Source: an optimization exercise on an open RTL-to-GDS flow (aim: small area, a short achievable clock period and few clock cycles per item). Production flows keep margins and buffers that such runs may drop. Function not checked in this run: the RTL went through the layout flow alone. Power figures rest on the tool's default switching activity, not on a simulated workload.

`config.mk`:
```
export PLATFORM = sky130hd
export DESIGN_NAME = pyjamask96
export DESIGN_NICKNAME = pyjamask96
export VERILOG_FILES = /design/flow/design.v
export SDC_FILE = /design/flow/constraint.sdc
export NUM_CORES = 4
export LEC_CHECK = 0
export CAP_MARGIN = 20
export CORE_MARGIN = 2
export CORE_UTILIZATION = 40
export CTS_CLUSTER_DIAMETER = 100
export CTS_CLUSTER_SIZE = 30
export PLACE_DENSITY = 0.75
export SETUP_SLACK_MARGIN = 5
export SLEW_MARGIN = 20
```
`constraint.sdc`:
```
create_clock -name core_clock -period 8.0 [get_ports {clk}]
set_input_delay 1.6000 -clock core_clock [delete_from_list [all_inputs] [get_ports {clk}]]
set_output_delay 1.6000 -clock core_clock [all_outputs]
set_load 0.01 [all_outputs]
```
`design.v`:
```
`timescale 1ns/1ps
module pyjamask96(
    input clk,
    input reset_n,
    input load,
    input start,
    input [7:0] byte_in,
    input [7:0] byte_key_in,
    output reg valid,
    output reg [7:0] byte_out
    );
    reg         ph_ld, ks1, ph_run, ph_rot;
    reg         sel_run, sel_rot, sel_ld;
    reg         vld;
    reg         loading;
    reg         started;
    reg [3:0]   cnt;
    reg [95:0]  state;
    reg [127:0] key;     
    wire [95:0] sl = {state[39:32], state[31:24], state[23:16], state[15:8], state[7:0], state[95:88], state[87:80], state[79:72], state[71:64], state[63:56], state[55:48], state[47:40]};    
    wire [31:0] x0 = sl[95:64], x1 = sl[63:32], x2 = sl[31:0];
    wire [31:0] k0 = key[127:96], k1 = key[95:64], k2 = key[63:32], k3 = key[31:0];
    wire g = sel_run;
    wire [31:0] sb0 = ({32{g}} & x1) ^ ({32{g}} & x0 & x2);
    wire [31:0] sb1 = ({32{g}} & x2) ^ ({32{g}} & (x0 | x1));
    wire [31:0] sb2 = ({32{g}} & x0) ^ ({32{g}} & x1 & ~x2);
    wire [31:0] mr0, mr1, mr2;
    wire [95:0] mr = {mr0, mr1, mr2};
    wire [95:0] rk = {k0, k1, ~k2};
    wire [31:0] ka = k0 ^ k1, kb = k2 ^ k3;
    wire [31:0] kx0 = k1 ^ kb;
    wire [31:0] kmk;
    wire [31:0] kx1 = k0 ^ kb, kx2 = k3 ^ ka, kx3 = k2 ^ ka;
    wire [31:0] nk0 = kmk ^ {24'h0, 4'h8, cnt};
    wire [31:0] nk1 = {kx1[7:0],  kx1[31:8]}  ^ 32'h00006a00;
    wire [31:0] nk2 = {kx2[14:0], kx2[31:15]} ^ 32'h003f0000;
    wire [31:0] nk3 = {kx3[17:0], kx3[31:18]} ^ 32'h24000000;
    wire [31:0] m0_f1;
    assign m0_f1[0] = sb0[0] ^ sb0[5];
    assign m0_f1[1] = sb0[1] ^ sb0[6];
    assign m0_f1[2] = sb0[2] ^ sb0[7];
    assign m0_f1[3] = sb0[3] ^ sb0[8];
    assign m0_f1[4] = sb0[4] ^ sb0[9];
    assign m0_f1[5] = sb0[5] ^ sb0[10];
    assign m0_f1[6] = sb0[6] ^ sb0[11];
    assign m0_f1[7] = sb0[7] ^ sb0[12];
    assign m0_f1[8] = sb0[8] ^ sb0[13];
    assign m0_f1[9] = sb0[9] ^ sb0[14];
    assign m0_f1[10] = sb0[10] ^ sb0[15];
    assign m0_f1[11] = sb0[11] ^ sb0[16];
    assign m0_f1[12] = sb0[12] ^ sb0[17];
    assign m0_f1[13] = sb0[13] ^ sb0[18];
    assign m0_f1[14] = sb0[14] ^ sb0[19];
    assign m0_f1[15] = sb0[15] ^ sb0[20];
    assign m0_f1[16] = sb0[16] ^ sb0[21];
    assign m0_f1[17] = sb0[17] ^ sb0[22];
    assign m0_f1[18] = sb0[18] ^ sb0[23];
    assign m0_f1[19] = sb0[19] ^ sb0[24];
    assign m0_f1[20] = sb0[20] ^ sb0[25];
    assign m0_f1[21] = sb0[21] ^ sb0[26];
    assign m0_f1[22] = sb0[22] ^ sb0[27];
    assign m0_f1[23] = sb0[23] ^ sb0[28];
    assign m0_f1[24] = sb0[24] ^ sb0[29];
    assign m0_f1[25] = sb0[25] ^ sb0[30];
    assign m0_f1[26] = sb0[26] ^ sb0[31];
    assign m0_f1[27] = sb0[27] ^ sb0[0];
    assign m0_f1[28] = sb0[28] ^ sb0[1];
    assign m0_f1[29] = sb0[29] ^ sb0[2];
    assign m0_f1[30] = sb0[30] ^ sb0[3];
    assign m0_f1[31] = sb0[31] ^ sb0[4];
    wire [31:0] m0_f2;
    assign m0_f2[0] = sb0[0] ^ m0_f1[8];
    assign m0_f2[1] = sb0[1] ^ m0_f1[9];
    assign m0_f2[2] = sb0[2] ^ m0_f1[10];
    assign m0_f2[3] = sb0[3] ^ m0_f1[11];
    assign m0_f2[4] = sb0[4] ^ m0_f1[12];
    assign m0_f2[5] = sb0[5] ^ m0_f1[13];
    assign m0_f2[6] = sb0[6] ^ m0_f1[14];
    assign m0_f2[7] = sb0[7] ^ m0_f1[15];
    assign m0_f2[8] = sb0[8] ^ m0_f1[16];
    assign m0_f2[9] = sb0[9] ^ m0_f1[17];
    assign m0_f2[10] = sb0[10] ^ m0_f1[18];
    assign m0_f2[11] = sb0[11] ^ m0_f1[19];
    assign m0_f2[12] = sb0[12] ^ m0_f1[20];
    assign m0_f2[13] = sb0[13] ^ m0_f1[21];
    assign m0_f2[14] = sb0[14] ^ m0_f1[22];
    assign m0_f2[15] = sb0[15] ^ m0_f1[23];
    assign m0_f2[16] = sb0[16] ^ m0_f1[24];
    assign m0_f2[17] = sb0[17] ^ m0_f1[25];
    assign m0_f2[18] = sb0[18] ^ m0_f1[26];
    assign m0_f2[19] = sb0[19] ^ m0_f1[27];
    assign m0_f2[20] = sb0[20] ^ m0_f1[28];
    assign m0_f2[21] = sb0[21] ^ m0_f1[29];
    assign m0_f2[22] = sb0[22] ^ m0_f1[30];
    assign m0_f2[23] = sb0[23] ^ m0_f1[31];
    assign m0_f2[24] = sb0[24] ^ m0_f1[0];
    assign m0_f2[25] = sb0[25] ^ m0_f1[1];
    assign m0_f2[26] = sb0[26] ^ m0_f1[2];
    assign m0_f2[27] = sb0[27] ^ m0_f1[3];
    assign m0_f2[28] = sb0[28] ^ m0_f1[4];
    assign m0_f2[29] = sb0[29] ^ m0_f1[5];
    assign m0_f2[30] = sb0[30] ^ m0_f1[6];
    assign m0_f2[31] = sb0[31] ^ m0_f1[7];
    assign mr0[0] = m0_f1[2] ^ m0_f1[24] ^ sb0[31] ^ m0_f2[0] ^ m0_f2[6];
    assign mr0[1] = m0_f1[3] ^ m0_f1[25] ^ sb0[0] ^ m0_f2[1] ^ m0_f2[7];
    assign mr0[2] = m0_f1[4] ^ m0_f1[26] ^ sb0[1] ^ m0_f2[2] ^ m0_f2[8];
    assign mr0[3] = m0_f1[5] ^ m0_f1[27] ^ sb0[2] ^ m0_f2[3] ^ m0_f2[9];
    assign mr0[4] = m0_f1[6] ^ m0_f1[28] ^ sb0[3] ^ m0_f2[4] ^ m0_f2[10];
    assign mr0[5] = m0_f1[7] ^ m0_f1[29] ^ sb0[4] ^ m0_f2[5] ^ m0_f2[11];
    assign mr0[6] = m0_f1[8] ^ m0_f1[30] ^ sb0[5] ^ m0_f2[6] ^ m0_f2[12];
    assign mr0[7] = m0_f1[9] ^ m0_f1[31] ^ sb0[6] ^ m0_f2[7] ^ m0_f2[13];
    assign mr0[8] = m0_f1[10] ^ m0_f1[0] ^ sb0[7] ^ m0_f2[8] ^ m0_f2[14];
    assign mr0[9] = m0_f1[11] ^ m0_f1[1] ^ sb0[8] ^ m0_f2[9] ^ m0_f2[15];
    assign mr0[10] = m0_f1[12] ^ m0_f1[2] ^ sb0[9] ^ m0_f2[10] ^ m0_f2[16];
    assign mr0[11] = m0_f1[13] ^ m0_f1[3] ^ sb0[10] ^ m0_f2[11] ^ m0_f2[17];
    assign mr0[12] = m0_f1[14] ^ m0_f1[4] ^ sb0[11] ^ m0_f2[12] ^ m0_f2[18];
    assign mr0[13] = m0_f1[15] ^ m0_f1[5] ^ sb0[12] ^ m0_f2[13] ^ m0_f2[19];
    assign mr0[14] = m0_f1[16] ^ m0_f1[6] ^ sb0[13] ^ m0_f2[14] ^ m0_f2[20];
    assign mr0[15] = m0_f1[17] ^ m0_f1[7] ^ sb0[14] ^ m0_f2[15] ^ m0_f2[21];
    assign mr0[16] = m0_f1[18] ^ m0_f1[8] ^ sb0[15] ^ m0_f2[16] ^ m0_f2[22];
    assign mr0[17] = m0_f1[19] ^ m0_f1[9] ^ sb0[16] ^ m0_f2[17] ^ m0_f2[23];
    assign mr0[18] = m0_f1[20] ^ m0_f1[10] ^ sb0[17] ^ m0_f2[18] ^ m0_f2[24];
    assign mr0[19] = m0_f1[21] ^ m0_f1[11] ^ sb0[18] ^ m0_f2[19] ^ m0_f2[25];
    assign mr0[20] = m0_f1[22] ^ m0_f1[12] ^ sb0[19] ^ m0_f2[20] ^ m0_f2[26];
    assign mr0[21] = m0_f1[23] ^ m0_f1[13] ^ sb0[20] ^ m0_f2[21] ^ m0_f2[27];
    assign mr0[22] = m0_f1[24] ^ m0_f1[14] ^ sb0[21] ^ m0_f2[22] ^ m0_f2[28];
    assign mr0[23] = m0_f1[25] ^ m0_f1[15] ^ sb0[22] ^ m0_f2[23] ^ m0_f2[29];
    assign mr0[24] = m0_f1[26] ^ m0_f1[16] ^ sb0[23] ^ m0_f2[24] ^ m0_f2[30];
    assign mr0[25] = m0_f1[27] ^ m0_f1[17] ^ sb0[24] ^ m0_f2[25] ^ m0_f2[31];
    assign mr0[26] = m0_f1[28] ^ m0_f1[18] ^ sb0[25] ^ m0_f2[26] ^ m0_f2[0];
    assign mr0[27] = m0_f1[29] ^ m0_f1[19] ^ sb0[26] ^ m0_f2[27] ^ m0_f2[1];
    assign mr0[28] = m0_f1[30] ^ m0_f1[20] ^ sb0[27] ^ m0_f2[28] ^ m0_f2[2];
    assign mr0[29] = m0_f1[31] ^ m0_f1[21] ^ sb0[28] ^ m0_f2[29] ^ m0_f2[3];
    assign mr0[30] = m0_f1[0] ^ m0_f1[22] ^ sb0[29] ^ m0_f2[30] ^ m0_f2[4];
    assign mr0[31] = m0_f1[1] ^ m0_f1[23] ^ sb0[30] ^ m0_f2[31] ^ m0_f2[5];
    wire [31:0] m1_f1;
    assign m1_f1[0] = sb1[0] ^ sb1[13];
    assign m1_f1[1] = sb1[1] ^ sb1[14];
    assign m1_f1[2] = sb1[2] ^ sb1[15];
    assign m1_f1[3] = sb1[3] ^ sb1[16];
    assign m1_f1[4] = sb1[4] ^ sb1[17];
    assign m1_f1[5] = sb1[5] ^ sb1[18];
    assign m1_f1[6] = sb1[6] ^ sb1[19];
    assign m1_f1[7] = sb1[7] ^ sb1[20];
    assign m1_f1[8] = sb1[8] ^ sb1[21];
    assign m1_f1[9] = sb1[9] ^ sb1[22];
    assign m1_f1[10] = sb1[10] ^ sb1[23];
    assign m1_f1[11] = sb1[11] ^ sb1[24];
    assign m1_f1[12] = sb1[12] ^ sb1[25];
    assign m1_f1[13] = sb1[13] ^ sb1[26];
    assign m1_f1[14] = sb1[14] ^ sb1[27];
    assign m1_f1[15] = sb1[15] ^ sb1[28];
    assign m1_f1[16] = sb1[16] ^ sb1[29];
    assign m1_f1[17] = sb1[17] ^ sb1[30];
    assign m1_f1[18] = sb1[18] ^ sb1[31];
    assign m1_f1[19] = sb1[19] ^ sb1[0];
    assign m1_f1[20] = sb1[20] ^ sb1[1];
    assign m1_f1[21] = sb1[21] ^ sb1[2];
    assign m1_f1[22] = sb1[22] ^ sb1[3];
    assign m1_f1[23] = sb1[23] ^ sb1[4];
    assign m1_f1[24] = sb1[24] ^ sb1[5];
    assign m1_f1[25] = sb1[25] ^ sb1[6];
    assign m1_f1[26] = sb1[26] ^ sb1[7];
    assign m1_f1[27] = sb1[27] ^ sb1[8];
    assign m1_f1[28] = sb1[28] ^ sb1[9];
    assign m1_f1[29] = sb1[29] ^ sb1[10];
    assign m1_f1[30] = sb1[30] ^ sb1[11];
    assign m1_f1[31] = sb1[31] ^ sb1[12];
    wire [31:0] m1_f2;
    assign m1_f2[0] = sb1[0] ^ m1_f1[17];
    assign m1_f2[1] = sb1[1] ^ m1_f1[18];
    assign m1_f2[2] = sb1[2] ^ m1_f1[19];
    assign m1_f2[3] = sb1[3] ^ m1_f1[20];
    assign m1_f2[4] = sb1[4] ^ m1_f1[21];
    assign m1_f2[5] = sb1[5] ^ m1_f1[22];
    assign m1_f2[6] = sb1[6] ^ m1_f1[23];
    assign m1_f2[7] = sb1[7] ^ m1_f1[24];
    assign m1_f2[8] = sb1[8] ^ m1_f1[25];
    assign m1_f2[9] = sb1[9] ^ m1_f1[26];
    assign m1_f2[10] = sb1[10] ^ m1_f1[27];
    assign m1_f2[11] = sb1[11] ^ m1_f1[28];
    assign m1_f2[12] = sb1[12] ^ m1_f1[29];
    assign m1_f2[13] = sb1[13] ^ m1_f1[30];
    assign m1_f2[14] = sb1[14] ^ m1_f1[31];
    assign m1_f2[15] = sb1[15] ^ m1_f1[0];
    assign m1_f2[16] = sb1[16] ^ m1_f1[1];
    assign m1_f2[17] = sb1[17] ^ m1_f1[2];
    assign m1_f2[18] = sb1[18] ^ m1_f1[3];
    assign m1_f2[19] = sb1[19] ^ m1_f1[4];
    assign m1_f2[20] = sb1[20] ^ m1_f1[5];
    assign m1_f2[21] = sb1[21] ^ m1_f1[6];
    assign m1_f2[22] = sb1[22] ^ m1_f1[7];
    assign m1_f2[23] = sb1[23] ^ m1_f1[8];
    assign m1_f2[24] = sb1[24] ^ m1_f1[9];
    assign m1_f2[25] = sb1[25] ^ m1_f1[10];
    assign m1_f2[26] = sb1[26] ^ m1_f1[11];
    assign m1_f2[27] = sb1[27] ^ m1_f1[12];
    assign m1_f2[28] = sb1[28] ^ m1_f1[13];
    assign m1_f2[29] = sb1[29] ^ m1_f1[14];
    assign m1_f2[30] = sb1[30] ^ m1_f1[15];
    assign m1_f2[31] = sb1[31] ^ m1_f1[16];
    wire [31:0] m1_f3;
    assign m1_f3[0] = m1_f2[0] ^ m1_f2[8];
    assign m1_f3[1] = m1_f2[1] ^ m1_f2[9];
    assign m1_f3[2] = m1_f2[2] ^ m1_f2[10];
    assign m1_f3[3] = m1_f2[3] ^ m1_f2[11];
    assign m1_f3[4] = m1_f2[4] ^ m1_f2[12];
    assign m1_f3[5] = m1_f2[5] ^ m1_f2[13];
    assign m1_f3[6] = m1_f2[6] ^ m1_f2[14];
    assign m1_f3[7] = m1_f2[7] ^ m1_f2[15];
    assign m1_f3[8] = m1_f2[8] ^ m1_f2[16];
    assign m1_f3[9] = m1_f2[9] ^ m1_f2[17];
    assign m1_f3[10] = m1_f2[10] ^ m1_f2[18];
    assign m1_f3[11] = m1_f2[11] ^ m1_f2[19];
    assign m1_f3[12] = m1_f2[12] ^ m1_f2[20];
    assign m1_f3[13] = m1_f2[13] ^ m1_f2[21];
    assign m1_f3[14] = m1_f2[14] ^ m1_f2[22];
    assign m1_f3[15] = m1_f2[15] ^ m1_f2[23];
    assign m1_f3[16] = m1_f2[16] ^ m1_f2[24];
    assign m1_f3[17] = m1_f2[17] ^ m1_f2[25];
    assign m1_f3[18] = m1_f2[18] ^ m1_f2[26];
    assign m1_f3[19] = m1_f2[19] ^ m1_f2[27];
    assign m1_f3[20] = m1_f2[20] ^ m1_f2[28];
    assign m1_f3[21] = m1_f2[21] ^ m1_f2[29];
    assign m1_f3[22] = m1_f2[22] ^ m1_f2[30];
    assign m1_f3[23] = m1_f2[23] ^ m1_f2[31];
    assign m1_f3[24] = m1_f2[24] ^ m1_f2[0];
    assign m1_f3[25] = m1_f2[25] ^ m1_f2[1];
    assign m1_f3[26] = m1_f2[26] ^ m1_f2[2];
    assign m1_f3[27] = m1_f2[27] ^ m1_f2[3];
    assign m1_f3[28] = m1_f2[28] ^ m1_f2[4];
    assign m1_f3[29] = m1_f2[29] ^ m1_f2[5];
    assign m1_f3[30] = m1_f2[30] ^ m1_f2[6];
    assign m1_f3[31] = m1_f2[31] ^ m1_f2[7];
    assign mr1[0] = m1_f1[6] ^ m1_f2[1] ^ m1_f3[9];
    assign mr1[1] = m1_f1[7] ^ m1_f2[2] ^ m1_f3[10];
    assign mr1[2] = m1_f1[8] ^ m1_f2[3] ^ m1_f3[11];
    assign mr1[3] = m1_f1[9] ^ m1_f2[4] ^ m1_f3[12];
    assign mr1[4] = m1_f1[10] ^ m1_f2[5] ^ m1_f3[13];
    assign mr1[5] = m1_f1[11] ^ m1_f2[6] ^ m1_f3[14];
    assign mr1[6] = m1_f1[12] ^ m1_f2[7] ^ m1_f3[15];
    assign mr1[7] = m1_f1[13] ^ m1_f2[8] ^ m1_f3[16];
    assign mr1[8] = m1_f1[14] ^ m1_f2[9] ^ m1_f3[17];
    assign mr1[9] = m1_f1[15] ^ m1_f2[10] ^ m1_f3[18];
    assign mr1[10] = m1_f1[16] ^ m1_f2[11] ^ m1_f3[19];
    assign mr1[11] = m1_f1[17] ^ m1_f2[12] ^ m1_f3[20];
    assign mr1[12] = m1_f1[18] ^ m1_f2[13] ^ m1_f3[21];
    assign mr1[13] = m1_f1[19] ^ m1_f2[14] ^ m1_f3[22];
    assign mr1[14] = m1_f1[20] ^ m1_f2[15] ^ m1_f3[23];
    assign mr1[15] = m1_f1[21] ^ m1_f2[16] ^ m1_f3[24];
    assign mr1[16] = m1_f1[22] ^ m1_f2[17] ^ m1_f3[25];
    assign mr1[17] = m1_f1[23] ^ m1_f2[18] ^ m1_f3[26];
    assign mr1[18] = m1_f1[24] ^ m1_f2[19] ^ m1_f3[27];
    assign mr1[19] = m1_f1[25] ^ m1_f2[20] ^ m1_f3[28];
    assign mr1[20] = m1_f1[26] ^ m1_f2[21] ^ m1_f3[29];
    assign mr1[21] = m1_f1[27] ^ m1_f2[22] ^ m1_f3[30];
    assign mr1[22] = m1_f1[28] ^ m1_f2[23] ^ m1_f3[31];
    assign mr1[23] = m1_f1[29] ^ m1_f2[24] ^ m1_f3[0];
    assign mr1[24] = m1_f1[30] ^ m1_f2[25] ^ m1_f3[1];
    assign mr1[25] = m1_f1[31] ^ m1_f2[26] ^ m1_f3[2];
    assign mr1[26] = m1_f1[0] ^ m1_f2[27] ^ m1_f3[3];
    assign mr1[27] = m1_f1[1] ^ m1_f2[28] ^ m1_f3[4];
    assign mr1[28] = m1_f1[2] ^ m1_f2[29] ^ m1_f3[5];
    assign mr1[29] = m1_f1[3] ^ m1_f2[30] ^ m1_f3[6];
    assign mr1[30] = m1_f1[4] ^ m1_f2[31] ^ m1_f3[7];
    assign mr1[31] = m1_f1[5] ^ m1_f2[0] ^ m1_f3[8];
    wire [31:0] m2_f1;
    assign m2_f1[0] = sb2[0] ^ sb2[2];
    assign m2_f1[1] = sb2[1] ^ sb2[3];
    assign m2_f1[2] = sb2[2] ^ sb2[4];
    assign m2_f1[3] = sb2[3] ^ sb2[5];
    assign m2_f1[4] = sb2[4] ^ sb2[6];
    assign m2_f1[5] = sb2[5] ^ sb2[7];
    assign m2_f1[6] = sb2[6] ^ sb2[8];
    assign m2_f1[7] = sb2[7] ^ sb2[9];
    assign m2_f1[8] = sb2[8] ^ sb2[10];
    assign m2_f1[9] = sb2[9] ^ sb2[11];
    assign m2_f1[10] = sb2[10] ^ sb2[12];
    assign m2_f1[11] = sb2[11] ^ sb2[13];
    assign m2_f1[12] = sb2[12] ^ sb2[14];
    assign m2_f1[13] = sb2[13] ^ sb2[15];
    assign m2_f1[14] = sb2[14] ^ sb2[16];
    assign m2_f1[15] = sb2[15] ^ sb2[17];
    assign m2_f1[16] = sb2[16] ^ sb2[18];
    assign m2_f1[17] = sb2[17] ^ sb2[19];
    assign m2_f1[18] = sb2[18] ^ sb2[20];
    assign m2_f1[19] = sb2[19] ^ sb2[21];
    assign m2_f1[20] = sb2[20] ^ sb2[22];
    assign m2_f1[21] = sb2[21] ^ sb2[23];
    assign m2_f1[22] = sb2[22] ^ sb2[24];
    assign m2_f1[23] = sb2[23] ^ sb2[25];
    assign m2_f1[24] = sb2[24] ^ sb2[26];
    assign m2_f1[25] = sb2[25] ^ sb2[27];
    assign m2_f1[26] = sb2[26] ^ sb2[28];
    assign m2_f1[27] = sb2[27] ^ sb2[29];
    assign m2_f1[28] = sb2[28] ^ sb2[30];
    assign m2_f1[29] = sb2[29] ^ sb2[31];
    assign m2_f1[30] = sb2[30] ^ sb2[0];
    assign m2_f1[31] = sb2[31] ^ sb2[1];
    wire [31:0] m2_f2;
    assign m2_f2[0] = sb2[0] ^ m2_f1[9];
    assign m2_f2[1] = sb2[1] ^ m2_f1[10];
    assign m2_f2[2] = sb2[2] ^ m2_f1[11];
    assign m2_f2[3] = sb2[3] ^ m2_f1[12];
    assign m2_f2[4] = sb2[4] ^ m2_f1[13];
    assign m2_f2[5] = sb2[5] ^ m2_f1[14];
    assign m2_f2[6] = sb2[6] ^ m2_f1[15];
    assign m2_f2[7] = sb2[7] ^ m2_f1[16];
    assign m2_f2[8] = sb2[8] ^ m2_f1[17];
    assign m2_f2[9] = sb2[9] ^ m2_f1[18];
    assign m2_f2[10] = sb2[10] ^ m2_f1[19];
    assign m2_f2[11] = sb2[11] ^ m2_f1[20];
    assign m2_f2[12] = sb2[12] ^ m2_f1[21];
    assign m2_f2[13] = sb2[13] ^ m2_f1[22];
    assign m2_f2[14] = sb2[14] ^ m2_f1[23];
    assign m2_f2[15] = sb2[15] ^ m2_f1[24];
    assign m2_f2[16] = sb2[16] ^ m2_f1[25];
    assign m2_f2[17] = sb2[17] ^ m2_f1[26];
    assign m2_f2[18] = sb2[18] ^ m2_f1[27];
    assign m2_f2[19] = sb2[19] ^ m2_f1[28];
    assign m2_f2[20] = sb2[20] ^ m2_f1[29];
    assign m2_f2[21] = sb2[21] ^ m2_f1[30];
    assign m2_f2[22] = sb2[22] ^ m2_f1[31];
    assign m2_f2[23] = sb2[23] ^ m2_f1[0];
    assign m2_f2[24] = sb2[24] ^ m2_f1[1];
    assign m2_f2[25] = sb2[25] ^ m2_f1[2];
    assign m2_f2[26] = sb2[26] ^ m2_f1[3];
    assign m2_f2[27] = sb2[27] ^ m2_f1[4];
    assign m2_f2[28] = sb2[28] ^ m2_f1[5];
    assign m2_f2[29] = sb2[29] ^ m2_f1[6];
    assign m2_f2[30] = sb2[30] ^ m2_f1[7];
    assign m2_f2[31] = sb2[31] ^ m2_f1[8];
    wire [31:0] m2_f3;
    assign m2_f3[0] = m2_f2[0] ^ m2_f2[6];
    assign m2_f3[1] = m2_f2[1] ^ m2_f2[7];
    assign m2_f3[2] = m2_f2[2] ^ m2_f2[8];
    assign m2_f3[3] = m2_f2[3] ^ m2_f2[9];
    assign m2_f3[4] = m2_f2[4] ^ m2_f2[10];
    assign m2_f3[5] = m2_f2[5] ^ m2_f2[11];
    assign m2_f3[6] = m2_f2[6] ^ m2_f2[12];
    assign m2_f3[7] = m2_f2[7] ^ m2_f2[13];
    assign m2_f3[8] = m2_f2[8] ^ m2_f2[14];
    assign m2_f3[9] = m2_f2[9] ^ m2_f2[15];
    assign m2_f3[10] = m2_f2[10] ^ m2_f2[16];
    assign m2_f3[11] = m2_f2[11] ^ m2_f2[17];
    assign m2_f3[12] = m2_f2[12] ^ m2_f2[18];
    assign m2_f3[13] = m2_f2[13] ^ m2_f2[19];
    assign m2_f3[14] = m2_f2[14] ^ m2_f2[20];
    assign m2_f3[15] = m2_f2[15] ^ m2_f2[21];
    assign m2_f3[16] = m2_f2[16] ^ m2_f2[22];
    assign m2_f3[17] = m2_f2[17] ^ m2_f2[23];
    assign m2_f3[18] = m2_f2[18] ^ m2_f2[24];
    assign m2_f3[19] = m2_f2[19] ^ m2_f2[25];
    assign m2_f3[20] = m2_f2[20] ^ m2_f2[26];
    assign m2_f3[21] = m2_f2[21] ^ m2_f2[27];
    assign m2_f3[22] = m2_f2[22] ^ m2_f2[28];
    assign m2_f3[23] = m2_f2[23] ^ m2_f2[29];
    assign m2_f3[24] = m2_f2[24] ^ m2_f2[30];
    assign m2_f3[25] = m2_f2[25] ^ m2_f2[31];
    assign m2_f3[26] = m2_f2[26] ^ m2_f2[0];
    assign m2_f3[27] = m2_f2[27] ^ m2_f2[1];
    assign m2_f3[28] = m2_f2[28] ^ m2_f2[2];
    assign m2_f3[29] = m2_f2[29] ^ m2_f2[3];
    assign m2_f3[30] = m2_f2[30] ^ m2_f2[4];
    assign m2_f3[31] = m2_f2[31] ^ m2_f2[5];
    assign mr2[0] = m2_f1[17] ^ m2_f1[2] ^ m2_f2[1] ^ m2_f3[7];
    assign mr2[1] = m2_f1[18] ^ m2_f1[3] ^ m2_f2[2] ^ m2_f3[8];
    assign mr2[2] = m2_f1[19] ^ m2_f1[4] ^ m2_f2[3] ^ m2_f3[9];
    assign mr2[3] = m2_f1[20] ^ m2_f1[5] ^ m2_f2[4] ^ m2_f3[10];
    assign mr2[4] = m2_f1[21] ^ m2_f1[6] ^ m2_f2[5] ^ m2_f3[11];
    assign mr2[5] = m2_f1[22] ^ m2_f1[7] ^ m2_f2[6] ^ m2_f3[12];
    assign mr2[6] = m2_f1[23] ^ m2_f1[8] ^ m2_f2[7] ^ m2_f3[13];
    assign mr2[7] = m2_f1[24] ^ m2_f1[9] ^ m2_f2[8] ^ m2_f3[14];
    assign mr2[8] = m2_f1[25] ^ m2_f1[10] ^ m2_f2[9] ^ m2_f3[15];
    assign mr2[9] = m2_f1[26] ^ m2_f1[11] ^ m2_f2[10] ^ m2_f3[16];
    assign mr2[10] = m2_f1[27] ^ m2_f1[12] ^ m2_f2[11] ^ m2_f3[17];
    assign mr2[11] = m2_f1[28] ^ m2_f1[13] ^ m2_f2[12] ^ m2_f3[18];
    assign mr2[12] = m2_f1[29] ^ m2_f1[14] ^ m2_f2[13] ^ m2_f3[19];
    assign mr2[13] = m2_f1[30] ^ m2_f1[15] ^ m2_f2[14] ^ m2_f3[20];
    assign mr2[14] = m2_f1[31] ^ m2_f1[16] ^ m2_f2[15] ^ m2_f3[21];
    assign mr2[15] = m2_f1[0] ^ m2_f1[17] ^ m2_f2[16] ^ m2_f3[22];
    assign mr2[16] = m2_f1[1] ^ m2_f1[18] ^ m2_f2[17] ^ m2_f3[23];
    assign mr2[17] = m2_f1[2] ^ m2_f1[19] ^ m2_f2[18] ^ m2_f3[24];
    assign mr2[18] = m2_f1[3] ^ m2_f1[20] ^ m2_f2[19] ^ m2_f3[25];
    assign mr2[19] = m2_f1[4] ^ m2_f1[21] ^ m2_f2[20] ^ m2_f3[26];
    assign mr2[20] = m2_f1[5] ^ m2_f1[22] ^ m2_f2[21] ^ m2_f3[27];
    assign mr2[21] = m2_f1[6] ^ m2_f1[23] ^ m2_f2[22] ^ m2_f3[28];
    assign mr2[22] = m2_f1[7] ^ m2_f1[24] ^ m2_f2[23] ^ m2_f3[29];
    assign mr2[23] = m2_f1[8] ^ m2_f1[25] ^ m2_f2[24] ^ m2_f3[30];
    assign mr2[24] = m2_f1[9] ^ m2_f1[26] ^ m2_f2[25] ^ m2_f3[31];
    assign mr2[25] = m2_f1[10] ^ m2_f1[27] ^ m2_f2[26] ^ m2_f3[0];
    assign mr2[26] = m2_f1[11] ^ m2_f1[28] ^ m2_f2[27] ^ m2_f3[1];
    assign mr2[27] = m2_f1[12] ^ m2_f1[29] ^ m2_f2[28] ^ m2_f3[2];
    assign mr2[28] = m2_f1[13] ^ m2_f1[30] ^ m2_f2[29] ^ m2_f3[3];
    assign mr2[29] = m2_f1[14] ^ m2_f1[31] ^ m2_f2[30] ^ m2_f3[4];
    assign mr2[30] = m2_f1[15] ^ m2_f1[0] ^ m2_f2[31] ^ m2_f3[5];
    assign mr2[31] = m2_f1[16] ^ m2_f1[1] ^ m2_f2[0] ^ m2_f3[6];
    wire [31:0] mk_f1;
    assign mk_f1[0] = kx0[0] ^ kx0[2];
    assign mk_f1[1] = kx0[1] ^ kx0[3];
    assign mk_f1[2] = kx0[2] ^ kx0[4];
    assign mk_f1[3] = kx0[3] ^ kx0[5];
    assign mk_f1[4] = kx0[4] ^ kx0[6];
    assign mk_f1[5] = kx0[5] ^ kx0[7];
    assign mk_f1[6] = kx0[6] ^ kx0[8];
    assign mk_f1[7] = kx0[7] ^ kx0[9];
    assign mk_f1[8] = kx0[8] ^ kx0[10];
    assign mk_f1[9] = kx0[9] ^ kx0[11];
    assign mk_f1[10] = kx0[10] ^ kx0[12];
    assign mk_f1[11] = kx0[11] ^ kx0[13];
    assign mk_f1[12] = kx0[12] ^ kx0[14];
    assign mk_f1[13] = kx0[13] ^ kx0[15];
    assign mk_f1[14] = kx0[14] ^ kx0[16];
    assign mk_f1[15] = kx0[15] ^ kx0[17];
    assign mk_f1[16] = kx0[16] ^ kx0[18];
    assign mk_f1[17] = kx0[17] ^ kx0[19];
    assign mk_f1[18] = kx0[18] ^ kx0[20];
    assign mk_f1[19] = kx0[19] ^ kx0[21];
    assign mk_f1[20] = kx0[20] ^ kx0[22];
    assign mk_f1[21] = kx0[21] ^ kx0[23];
    assign mk_f1[22] = kx0[22] ^ kx0[24];
    assign mk_f1[23] = kx0[23] ^ kx0[25];
    assign mk_f1[24] = kx0[24] ^ kx0[26];
    assign mk_f1[25] = kx0[25] ^ kx0[27];
    assign mk_f1[26] = kx0[26] ^ kx0[28];
    assign mk_f1[27] = kx0[27] ^ kx0[29];
    assign mk_f1[28] = kx0[28] ^ kx0[30];
    assign mk_f1[29] = kx0[29] ^ kx0[31];
    assign mk_f1[30] = kx0[30] ^ kx0[0];
    assign mk_f1[31] = kx0[31] ^ kx0[1];
    wire [31:0] mk_f2;
    assign mk_f2[0] = kx0[0] ^ kx0[11];
    assign mk_f2[1] = kx0[1] ^ kx0[12];
    assign mk_f2[2] = kx0[2] ^ kx0[13];
    assign mk_f2[3] = kx0[3] ^ kx0[14];
    assign mk_f2[4] = kx0[4] ^ kx0[15];
    assign mk_f2[5] = kx0[5] ^ kx0[16];
    assign mk_f2[6] = kx0[6] ^ kx0[17];
    assign mk_f2[7] = kx0[7] ^ kx0[18];
    assign mk_f2[8] = kx0[8] ^ kx0[19];
    assign mk_f2[9] = kx0[9] ^ kx0[20];
    assign mk_f2[10] = kx0[10] ^ kx0[21];
    assign mk_f2[11] = kx0[11] ^ kx0[22];
    assign mk_f2[12] = kx0[12] ^ kx0[23];
    assign mk_f2[13] = kx0[13] ^ kx0[24];
    assign mk_f2[14] = kx0[14] ^ kx0[25];
    assign mk_f2[15] = kx0[15] ^ kx0[26];
    assign mk_f2[16] = kx0[16] ^ kx0[27];
    assign mk_f2[17] = kx0[17] ^ kx0[28];
    assign mk_f2[18] = kx0[18] ^ kx0[29];
    assign mk_f2[19] = kx0[19] ^ kx0[30];
    assign mk_f2[20] = kx0[20] ^ kx0[31];
    assign mk_f2[21] = kx0[21] ^ kx0[0];
    assign mk_f2[22] = kx0[22] ^ kx0[1];
    assign mk_f2[23] = kx0[23] ^ kx0[2];
    assign mk_f2[24] = kx0[24] ^ kx0[3];
    assign mk_f2[25] = kx0[25] ^ kx0[4];
    assign mk_f2[26] = kx0[26] ^ kx0[5];
    assign mk_f2[27] = kx0[27] ^ kx0[6];
    assign mk_f2[28] = kx0[28] ^ kx0[7];
    assign mk_f2[29] = kx0[29] ^ kx0[8];
    assign mk_f2[30] = kx0[30] ^ kx0[9];
    assign mk_f2[31] = kx0[31] ^ kx0[10];
    wire [31:0] mk_f3;
    assign mk_f3[0] = mk_f1[0] ^ mk_f2[8];
    assign mk_f3[1] = mk_f1[1] ^ mk_f2[9];
    assign mk_f3[2] = mk_f1[2] ^ mk_f2[10];
    assign mk_f3[3] = mk_f1[3] ^ mk_f2[11];
    assign mk_f3[4] = mk_f1[4] ^ mk_f2[12];
    assign mk_f3[5] = mk_f1[5] ^ mk_f2[13];
    assign mk_f3[6] = mk_f1[6] ^ mk_f2[14];
    assign mk_f3[7] = mk_f1[7] ^ mk_f2[15];
    assign mk_f3[8] = mk_f1[8] ^ mk_f2[16];
    assign mk_f3[9] = mk_f1[9] ^ mk_f2[17];
    assign mk_f3[10] = mk_f1[10] ^ mk_f2[18];
    assign mk_f3[11] = mk_f1[11] ^ mk_f2[19];
    assign mk_f3[12] = mk_f1[12] ^ mk_f2[20];
    assign mk_f3[13] = mk_f1[13] ^ mk_f2[21];
    assign mk_f3[14] = mk_f1[14] ^ mk_f2[22];
    assign mk_f3[15] = mk_f1[15] ^ mk_f2[23];
    assign mk_f3[16] = mk_f1[16] ^ mk_f2[24];
    assign mk_f3[17] = mk_f1[17] ^ mk_f2[25];
    assign mk_f3[18] = mk_f1[18] ^ mk_f2[26];
    assign mk_f3[19] = mk_f1[19] ^ mk_f2[27];
    assign mk_f3[20] = mk_f1[20] ^ mk_f2[28];
    assign mk_f3[21] = mk_f1[21] ^ mk_f2[29];
    assign mk_f3[22] = mk_f1[22] ^ mk_f2[30];
    assign mk_f3[23] = mk_f1[23] ^ mk_f2[31];
    assign mk_f3[24] = mk_f1[24] ^ mk_f2[0];
    assign mk_f3[25] = mk_f1[25] ^ mk_f2[1];
    assign mk_f3[26] = mk_f1[26] ^ mk_f2[2];
    assign mk_f3[27] = mk_f1[27] ^ mk_f2[3];
    assign mk_f3[28] = mk_f1[28] ^ mk_f2[4];
    assign mk_f3[29] = mk_f1[29] ^ mk_f2[5];
    assign mk_f3[30] = mk_f1[30] ^ mk_f2[6];
    assign mk_f3[31] = mk_f1[31] ^ mk_f2[7];
    assign kmk[0] = kx0[20] ^ mk_f1[23] ^ mk_f3[0] ^ mk_f3[16] ^ mk_f3[28];
    assign kmk[1] = kx0[21] ^ mk_f1[24] ^ mk_f3[1] ^ mk_f3[17] ^ mk_f3[29];
    assign kmk[2] = kx0[22] ^ mk_f1[25] ^ mk_f3[2] ^ mk_f3[18] ^ mk_f3[30];
    assign kmk[3] = kx0[23] ^ mk_f1[26] ^ mk_f3[3] ^ mk_f3[19] ^ mk_f3[31];
    assign kmk[4] = kx0[24] ^ mk_f1[27] ^ mk_f3[4] ^ mk_f3[20] ^ mk_f3[0];
    assign kmk[5] = kx0[25] ^ mk_f1[28] ^ mk_f3[5] ^ mk_f3[21] ^ mk_f3[1];
    assign kmk[6] = kx0[26] ^ mk_f1[29] ^ mk_f3[6] ^ mk_f3[22] ^ mk_f3[2];
    assign kmk[7] = kx0[27] ^ mk_f1[30] ^ mk_f3[7] ^ mk_f3[23] ^ mk_f3[3];
    assign kmk[8] = kx0[28] ^ mk_f1[31] ^ mk_f3[8] ^ mk_f3[24] ^ mk_f3[4];
    assign kmk[9] = kx0[29] ^ mk_f1[0] ^ mk_f3[9] ^ mk_f3[25] ^ mk_f3[5];
    assign kmk[10] = kx0[30] ^ mk_f1[1] ^ mk_f3[10] ^ mk_f3[26] ^ mk_f3[6];
    assign kmk[11] = kx0[31] ^ mk_f1[2] ^ mk_f3[11] ^ mk_f3[27] ^ mk_f3[7];
    assign kmk[12] = kx0[0] ^ mk_f1[3] ^ mk_f3[12] ^ mk_f3[28] ^ mk_f3[8];
    assign kmk[13] = kx0[1] ^ mk_f1[4] ^ mk_f3[13] ^ mk_f3[29] ^ mk_f3[9];
    assign kmk[14] = kx0[2] ^ mk_f1[5] ^ mk_f3[14] ^ mk_f3[30] ^ mk_f3[10];
    assign kmk[15] = kx0[3] ^ mk_f1[6] ^ mk_f3[15] ^ mk_f3[31] ^ mk_f3[11];
    assign kmk[16] = kx0[4] ^ mk_f1[7] ^ mk_f3[16] ^ mk_f3[0] ^ mk_f3[12];
    assign kmk[17] = kx0[5] ^ mk_f1[8] ^ mk_f3[17] ^ mk_f3[1] ^ mk_f3[13];
    assign kmk[18] = kx0[6] ^ mk_f1[9] ^ mk_f3[18] ^ mk_f3[2] ^ mk_f3[14];
    assign kmk[19] = kx0[7] ^ mk_f1[10] ^ mk_f3[19] ^ mk_f3[3] ^ mk_f3[15];
    assign kmk[20] = kx0[8] ^ mk_f1[11] ^ mk_f3[20] ^ mk_f3[4] ^ mk_f3[16];
    assign kmk[21] = kx0[9] ^ mk_f1[12] ^ mk_f3[21] ^ mk_f3[5] ^ mk_f3[17];
    assign kmk[22] = kx0[10] ^ mk_f1[13] ^ mk_f3[22] ^ mk_f3[6] ^ mk_f3[18];
    assign kmk[23] = kx0[11] ^ mk_f1[14] ^ mk_f3[23] ^ mk_f3[7] ^ mk_f3[19];
    assign kmk[24] = kx0[12] ^ mk_f1[15] ^ mk_f3[24] ^ mk_f3[8] ^ mk_f3[20];
    assign kmk[25] = kx0[13] ^ mk_f1[16] ^ mk_f3[25] ^ mk_f3[9] ^ mk_f3[21];
    assign kmk[26] = kx0[14] ^ mk_f1[17] ^ mk_f3[26] ^ mk_f3[10] ^ mk_f3[22];
    assign kmk[27] = kx0[15] ^ mk_f1[18] ^ mk_f3[27] ^ mk_f3[11] ^ mk_f3[23];
    assign kmk[28] = kx0[16] ^ mk_f1[19] ^ mk_f3[28] ^ mk_f3[12] ^ mk_f3[24];
    assign kmk[29] = kx0[17] ^ mk_f1[20] ^ mk_f3[29] ^ mk_f3[13] ^ mk_f3[25];
    assign kmk[30] = kx0[18] ^ mk_f1[21] ^ mk_f3[30] ^ mk_f3[14] ^ mk_f3[26];
    assign kmk[31] = kx0[19] ^ mk_f1[22] ^ mk_f3[31] ^ mk_f3[15] ^ mk_f3[27];
    wire last_load  = ph_ld & loading & (cnt == 4'd15);
    wire last_round = ph_run & (cnt == 4'd14);
    wire last_out   = ph_rot & vld & (cnt == 4'd11);
    wire out_go     = (last_round | (ph_rot & ~vld & (cnt == 4'd11))) & (start | started);
    always @(posedge clk) begin
        sel_ld  <= (ph_ld & ~last_load) | last_out;
        sel_run <= ks1 | (ph_run & ~last_round);
        sel_rot <= (ph_rot & ~last_out) | last_round;
        valid   <= (vld & ~last_out) | out_go;
    end
    always @(posedge clk or negedge reset_n) begin
        if (!reset_n) begin
            ph_ld   <= 1'b1;
            ks1     <= 1'b0;
            ph_run  <= 1'b0;
            ph_rot  <= 1'b0;
            loading <= 1'b0;
            started <= 1'b0;
            vld     <= 1'b0;
            cnt     <= 4'd0;
        end else begin
            if (ph_ld) begin
                if (!loading) begin
                    started <= 1'b0;
                    if (load) begin
                        loading <= 1'b1;
                        cnt     <= 4'd1;
                    end
                end else begin
                    cnt <= cnt + 4'd1;
                    if (cnt == 4'd15) begin
                        loading <= 1'b0;
                        ph_ld   <= 1'b0;
                        ks1     <= 1'b1;
                    end
                end
            end
            if (ks1) begin
                cnt    <= 4'd1;
                ks1    <= 1'b0;
                ph_run <= 1'b1;
                if (start) started <= 1'b1;
            end
            if (ph_run) begin
                cnt <= cnt + 4'd1;
                if (start) started <= 1'b1;
                if (cnt == 4'd14) begin
                    cnt    <= 4'd0;
                    ph_run <= 1'b0;
                    ph_rot <= 1'b1;
                    if (start | started) vld <= 1'b1;
                end
            end
            if (ph_rot) begin
                cnt <= (cnt == 4'd11) ? 4'd0 : cnt + 4'd1;
                if (start) started <= 1'b1;
                if (cnt == 4'd11) begin
                    if (vld) begin
                        vld    <= 1'b0;
                        ph_rot <= 1'b0;
                        ph_ld  <= 1'b1;
                    end else if (start | started) begin
                        vld    <= 1'b1;
                    end
                end
            end
        end
    end
    wire       rot_in = ks1 | (loading & cnt[3] & cnt[2]);
    wire [7:0] low_in = rot_in ? state[95:88] : (byte_in ^ byte_key_in);
    wire [95:0] b = sel_run ? {rk[55:48], rk[47:40], rk[39:32], rk[31:24], rk[23:16], rk[15:8], rk[7:0], rk[95:88], rk[87:80], rk[79:72], rk[71:64], rk[63:56]} :
                    sel_rot ? {state[7:0], state[95:8]} :
                             {state[87:0], low_in};
    always @(posedge clk)
        state <= {mr[55:48], mr[47:40], mr[39:32], mr[31:24], mr[23:16], mr[15:8], mr[7:0], mr[95:88], mr[87:80], mr[79:72], mr[71:64], mr[63:56]} ^ b;
    always @(posedge clk) begin
        if (sel_ld)
            key <= {key[119:0], byte_key_in};
        else
            key <= {nk0, nk1, nk2, nk3};
    end
    always @(*) byte_out = state[47:40];
endmodule
```
`flow/run.sh`:
```
#!/bin/bash
set -euo pipefail
MARGIN=5.4
NOX3=1
PLATFORM_DONT_USE=$(sed -n '/^export DONT_USE_CELLS += \\/,/[^\\]$/p' "$FLOW_HOME/platforms/sky130hd/config.mk" | grep -o 'sky130_fd_sc_hd__[a-z0-9_]*' | tr '\n' ' ')
EXTRA=()
if [[ $NOX3 == 1 ]]; then
  EXTRA+=("DONT_USE_CELLS=$PLATFORM_DONT_USE sky130_fd_sc_hd__xor3_1 sky130_fd_sc_hd__xor3_2 sky130_fd_sc_hd__xor3_4 sky130_fd_sc_hd__xnor3_1 sky130_fd_sc_hd__xnor3_2 sky130_fd_sc_hd__xnor3_4")
fi
bash standard.sh "${EXTRA[@]}" SETUP_SLACK_MARGIN=$MARGIN finish > orfs_make.log 2>&1
```
`standard.sh`:
```
#!/bin/bash
# synth_recipe.tcl (not shown) runs the flow's synth.tcl, then flattens the netlist and writes it again
# the make line also repeats each setting of config.mk as NAME=value (left out here)
make -C /OpenROAD-flow-scripts/flow DESIGN_CONFIG=/design/flow/config.mk WORK_HOME=/design/flow/orfs CLKGATE_MAP_FILE= SYNTH_SCRIPT=/design/flow/synth_recipe.tcl "${@:-finish}"
```
==> impl_metrics.json <==
{
  "die_w_um": 230.2,
  "nets": 2320,
  "cts_max_path_buffers": 3,
  "top_register": "key",
  "grt_pass1_vias": 15600,
  "cp_slowest_cell": "dfxtp_4",
  "whs_ns": 0.5217,
  "worst_pin_slew_ns": 0.7859,
  "cts_buffers": 16,
  "status": "timing/DRC/antenna clean",
  "ctsHtreeMaxLevel": 1,
  "synth_nets": 2311,
  "syn_area_um2": 20470,
  "ys_types": 41,
  "tns_ns": 0,
  "post_synth.cell_area_avg_um2": 8.943,
  "coreArea_um2": 50380,
  "placed_cells": 2889,
  "cts_hold_buf": 0,
  "crit_path_start_kind": "flop",
  "ios": 29,
  "slew_violations": 0,
  "critPathMaxStageDelay_ns": 0.38,
  "largestRegisters": "key: 128 flops, state: 96 flops, cnt: 4 flops",
  "grt_usage": 0.2874,
  "crit_path_cell_trace": "buf_6",
  "synth_top_family_by_area": "XOR/XNOR gates",
  "crit_type": "flop to output pin",
  "finalSetupViolations": 0,
  "cts_sinks": 239,
  "drt-initial-drc-count": 1819,
  "synth-seq-area-share": 0.2365,
  "hp-class": "flop to flop",
  "synthMuxAreaShare": 0.04969,
  "rsz0062_at_grt": "yes",
  "synth_top_cell_by_area": "xnor2_1",
  "via_count": 16080,
  "hold_violations": 0,
  "ant_nets": 0,
  "ys_warn_count": 1,
  "globalplace.congestion": 1.036,
  "critPathBufInv": 1,
  "powerDensity_nw_per_um2": 133.0,
  "period_share": 0.3286,
  "avgViaCountPerCell": 5.397,
  "ir_drop_v": 0.0001197,
  "power_mw": 3.104,
  "num_rows": 82,
  "place_ws_ns": 4.650,
  "dpl.hpwl_mm": 60.59,
  "power_leakage_nw": 7.560,
  "critPathArrivalTime_ns": 1.03,
  "drive_gt1_frac": 0.1582,
  "grt_overflow": 0,
  "end_kind": "output pin",
  "required_ns": 6.40,
  "synth_top_cell_area_share": 0.3859,
  "synthTopCellsByArea": "xnor2_1 39%, dfxtp_1 22%, xor2_1 7.4%",
  "antenna_found_initial": 0,
  "synth-xor-area-share": 0.5255,
  "cts_tree": "yes",
  "synth-simple-area-share": 0.09376,
  "ys_ff_latch": 239,
  "io_buffers": 28,
  "antenna_cells": 0,
  "synth_compound_area_frac": 0.06913,
  "fin_cells": 2979,
  "max_slew_margin": 0.4723,
  "initial_core_util": 0.4064,
  "path_clk_slew_ns": 0.11,
  "cap_violations": 0,
  "synth_fa_ha_area_frac": 0.001222,
  "grt_pass1_wl_mm": 111.0,
  "netlist_instances": 2289,
  "synth_edf_count": 0,
  "largest_reg_flops": 128,
  "cp_max_fo": 2,
  "grt_max_degree": 98,
  "yosysMostFrequentCell": "xnor2_1",
  "drc": 0,
  "routedWlPerCell_um": 26.21,
  "synthToLayoutAreaGrowth_pct": 14.00,
  "layout_setup_ws_ns": 5.371,
  "clk_latency_ns": 0.58,
  "wl_mm": 78.08,
  "synthArstFlopShare": 0.04603,
  "die-height_um": 230.2,
  "synthTopCellsByCount": "902 x xnor2_1, 238 x nand2_1, 228 x dfxtp_1, 174 x xor2_1, 126 x o21ai_0",
  "fmax_mhz": 380.4,
  "dr.pass1.iters": 5,
  "min_period_ns": 2.629,
  "crit_family": "flip-flops",
  "skew_ns": 0.06735,
  "synth_top_flop_cell": "dfxtp_1",
  "root_buffer": "clkbuf_16",
  "dieArea_um2": 53000
}
-- timing repair --
action                                  CTS  global route
setup buffers                            26            35
endpoints found under the hold margin     0             0
pin swaps                                 9            19
endpoints found under the setup margin  136           104
gates cloned                              1             1
gates resized for setup                 136            93
-- final timing paths --
path                            from           to  slack, ns  cells past startpoint
max                        state[44]  byte_out[4]       5.37                      1
min                          started      started       0.52                      2
max reg2reg                state[16]     state[8]       5.37                      7
min reg2reg                  started      started       0.52                      2
max in group asynchronous    reset_n       cnt[1]       6.25                      1
min in group asynchronous    reset_n          ks1       1.36                      1
-- kinds of logic (layout without fill, tap and decap cells) --
family,Yosys count,after routing
xor+xnor,1151,1151
simple gates,430,430
flops,239,239
fa+ha+maj,2,2
buf+inv,110,128
compound gates,260,260
mux,97,97
-- layout make-up --
| cell class | instances | area (um2) |
|---|---|---|
| repair buffers | 98 | 1037 |
| flip-flops and latches | 239 | 4918 |
| inverters | 3 | 11.26 |
| clock inverters | 10 | 136.4 |
| fillers | 4801 | 27040 |
| well taps | 672 | 840.8 |
| clock buffers | 17 | 404.1 |
| multi-input cells | 1940 | 15990 |
-- through the flow --
step,instance area [um2],utilization
floorplan,20470,-
global placement,21200,0.4207
detailed placement,21200,0.4207
CTS,22540,0.4475
global route,23340,0.4632
finish,23340,0.4632
-- routing by layer --
layer / vias to the layer above / global-route usage / share of wire
met5: - / 0 / 0
met4: 0 / 0.1494 / 0.063
met3: 188 / 0.04625 / 0.093
met2: 883 / 0.4364 / 0.43
met1: 7720 / 0.3911 / 0.42
li1: 7287 / - / -
-- tightest hold or removal path: cells and delay by family, from the launching register on --
family / cells / cell delay [ns]
compound gates: 2 / 0.14
flops: 1 / 0.36
-- where the power goes --
group | switching, mW | internal (mW) | total (mW)
Sequential | 0.138 | 1.24 | 1.38
Clock | 0.540 | 0.400 | 0.940
Combinational | 0.417 | 0.366 | 0.783
-- cells in the final DEF (no fill, tap or decap), drive strengths merged --
master,Yosys,layout
o21a,1,1
nand4,1,1
bufbuf,0,1
or2,1,1
clkbuf,50,18
a211oi,36,36
dfxtp,228,228
a21oi,69,69
and3,2,2
dfrtp,10,10
buf,57,77
clkinv,0,6
a31oi,1,1
mux2,37,37
and2,32,32
dlymetal6s2s,0,2
o41ai,1,1
a221oi,1,1
inv,3,7
nand3,14,14
or3,11,11
nor3,2,2
o21ai,147,147
o311a,1,1
ha,2,2
clkdlybuf4s50,0,16
nor2b,34,34
o211ai,1,1
a21o,1,1
mux2i,60,60
nand2,239,239
nor2,62,62
xor2,175,175
o31ai,1,1
dfstp,1,1
xnor2,976,976
dlygate4sd2,0,1
nand2b,32,32

==> what the ideal ports hide <==
How much do the figures lean on ideal ports? The routed layout below was timed once more, with nothing changed but the port constraints.
Step 1 sets driving cells, clkbuf_16 on the clock port and buf_2 on the other inputs (assumed; they add their load-dependent delay and slew).
Step 2 moves the port delays by t, midway between the first and last clock arrival at a register: inputs arrive t later, outputs are due t later. That takes back most of the time a late clock gives input paths.
a / b / c = ideal / step 1 / step 2; a / b = the first two.
t (ns): 0.597
setup WS [ns]: 5.371 / 5.317 / 4.890
cell pins on the clock port's net: 1
After both steps this run still meets setup and hold. The setup slack of this run moves by -0.054 ns with the drivers and by -0.481 ns with both steps.
